Context: an optimization exercise on an open-source flow, tuned for small area. The choices shown serve that exercise and are no tape-out recipe.
In this exercise RTL edits were held to simulation tests only and were not proved equivalent to the original.
The clock port is modelled as an ideal driver; clocking choices that lean on that would not hold on a real chip.
Power figures rest on the tool's default switching activity, not on a simulated workload.

== run A ==
// uart
module uart (
    input  wire       clk,
    input  wire       rst,
    input  wire [7:0] pc_in_t,
    input  wire       wr_en,
    input  wire       start_tx,
    output wire [7:0] pc_out_r,
    output wire       tx,
    input  wire       rx,
    output wire       rx_done
);
clock: 10.0 ns
lec_check: 0
cap_margin: 20
core_margin: 2
core_utilization: 60
cts_buf_list: sky130_fd_sc_hd__clkbuf_8
cts_cluster_diameter: 100
cts_cluster_size: 30
slew_margin: 20
standard.sh (not shown) runs the stock make flow with config.mk's settings and CLKGATE_MAP_FILE= SYNTH_SCRIPT=/design/flow/synth_recipe.tcl, a recipe that flattens the netlist after the stock synthesis.
==> flow/flow/run.sh <==
#!/bin/bash
# Own layout flow: the standard ORFS flow (standard.sh) with
#  - synthesis mapped by an area-oriented ABC script (flow/area.abc) and
#    without Yosys's separate adder mapping, so ABC maps the adders too;
#    registers come out of the same Yosys steps as the standard synthesis;
#  - input/output ports buffered with buf_1 cells.
# Each tool's output goes to a log file of its own in the work folder.
set -euo pipefail
W=$(pwd)
export MY_ABC_SCRIPT=$W/flow/area.abc
make -C "$FLOW_HOME" DESIGN_CONFIG="$W/config.mk" WORK_HOME="$W/orfs" CLKGATE_MAP_FILE= \
    SYNTH_SCRIPT="$W/flow/synth.tcl" ADDER_MAP_FILE= synth > "$W/synth.log" 2>&1
export BUFFER_PORTS_ARGS="-buffer_cell sky130_fd_sc_hd__buf_1"
bash standard.sh > "$W/layout.log" 2>&1
==> flow/flow/area.abc <==
strash
&get -n
&fraig -x
&put
scorr
dc2
strash
&get -n
&dch -f
&nf -p -R 1000 -a
&put
strash
&get -n
&dch -f
&nf -p -R 1000 -a
&put
==> flow/flow/synth.tcl <==
# The standard synthesis script (synth_recipe.tcl) with one change: the ABC
# call in ORFS's synth.tcl uses the area-oriented script in $MY_ABC_SCRIPT.
proc synth {args} { yosys synth -nofsm -noshare {*}$args }
set fh [open $::env(SCRIPTS_DIR)/synth.tcl]; set src [read $fh]; close $fh
set call {log_cmd abc {*}$abc_args}
if {[string first $call $src] < 0} { error "ABC call not found in synth.tcl" }
set src [string map [list $call {log_cmd abc {*}[lreplace $abc_args 1 1 $::env(MY_ABC_SCRIPT)]}] $src]
eval $src
# left out here: clear keep_hierarchy, flatten, clean up, hide names made inside functions, write 1_2_yosys.v
Run A ended with every stage complete and zero timing, DRC or antenna violations.
Changes in run B relative to run A:
- swapping sky130_fd_sc_hd__clkbuf_8 for sky130_fd_sc_hd__clkbuf_4 sky130_fd_sc_hd__clkbuf_8 in CTS_BUF_LIST
- swapping 30 for 20 in CTS_CLUSTER_SIZE
- clearing CTS_CLUSTER_DIAMETER, which used to be 100
==> run summary <==
Between run B and run A, the non-clock buffer share of cell area does not differ in any meaningful way.
On setup slack, run B and run A are neck and neck.
Between run B and run A, the minimum clock period figures differ only marginally.
Run B ran to completion and came out clean on the timing, design-rule and antenna checks.
On power consumed by combinational cells, run B tracks run A almost exactly.
| utilization | lower: run A |
The standard cells in run B occupy more silicon area than those in run A do.
[inputs] run C vs run B
- CORE_UTILIZATION: 60 -> 70
- CTS_CLUSTER_SIZE: 20 -> unset
- CTS_BUF_LIST: sky130_fd_sc_hd__clkbuf_4 sky130_fd_sc_hd__clkbuf_8 -> unset
--- a/flow/flow/run.sh
+++ b/flow/flow/run.sh
@@ -5,3 +5,4 @@
 #    registers come out of the same Yosys steps as the standard synthesis;
-#  - input/output ports buffered with buf_1 cells.
+#  - input/output ports buffered with buf_1 cells;
+#  - clock tree options from flow/cts.args (no dummy loads).
 # Each tool's output goes to a log file of its own in the work folder.
@@ -13,2 +14,7 @@
 export BUFFER_PORTS_ARGS="-buffer_cell sky130_fd_sc_hd__buf_1"
+# clock_tree_synthesis arguments, if flow/cts.args gives them
+if [[ -f "$W/flow/cts.args" ]]; then
+    CTS_ARGS=$(cat "$W/flow/cts.args")
+    export CTS_ARGS
+fi
 bash standard.sh > "$W/layout.log" 2>&1
==> flow/flow/cts.args (new file) <==
-sink_clustering_enable -repair_clock_nets -dont_use_dummy_load -buf_list sky130_fd_sc_hd__clkbuf_8
--- outcome ---
Sort run B and run C by clock share of power desc -> top: run B
Changes observed in run C relative to run B: die area decreased 1600 µm²; fraction of area in non-clock buffers increased 0.54 points; placed cell area essentially unchanged.
What run D does differently from run C at the input level:
- CORE_UTILIZATION now 80, was 70
==> run summary <==
Run D | stages: all done | timing, DRC, antenna: all pass. The core of run D is more densely filled than that of run C. Relative to run C, slew of the pin with the lowest slew margin has increased by 0.064 ns in run D. Between run C and run D, share of total power in combinational logic is higher for run D, run C comes in under that. Re synthesized instance count: no difference whatsoever between run D and run C.

[port drivers added, routing unchanged]
The results above use ideal ports. As a check the final layouts listed here were re-extracted and re-timed, cells and wires unchanged.
Step 1 assumes that a clkbuf_16 drives the clock port and a buf_2 every other input.
Step 2 moves the port delays by t, midway between the first and last clock arrival at a register: inputs arrive t later, outputs are due t later. That takes back most of the time a late clock gives input paths.
Three values: ideal, step 1, step 2; two values: the first two.
| run | shift t [ns] | setup slack, ns | worst register clock-pin slew, ns | worst data-port slew with drivers (ns) | pins driven straight from the clock port |
|---|---|---|---|---|---|
| run A | 0.486 | 6.133 / 6.098 / 5.949 | 0.09 / 0.09 | 0.03 | 1 |
| run B | 0.481 | 6.136 / 6.101 / 5.951 | 0.09 / 0.09 | 0.03 | 1 |
| run C | 0.469 | 6.136 / 6.104 / 5.788 | 0.10 / 0.10 | 0.04 | 1 |
| run D | 0.470 | 6.071 / 6.036 / 5.781 | 0.09 / 0.09 | 0.03 | 1 |
After both steps setup and hold are still met in every run listed. For run C, which loses most, drivers alone change the setup slack by -0.032 ns; drivers and shift together by -0.348 ns.
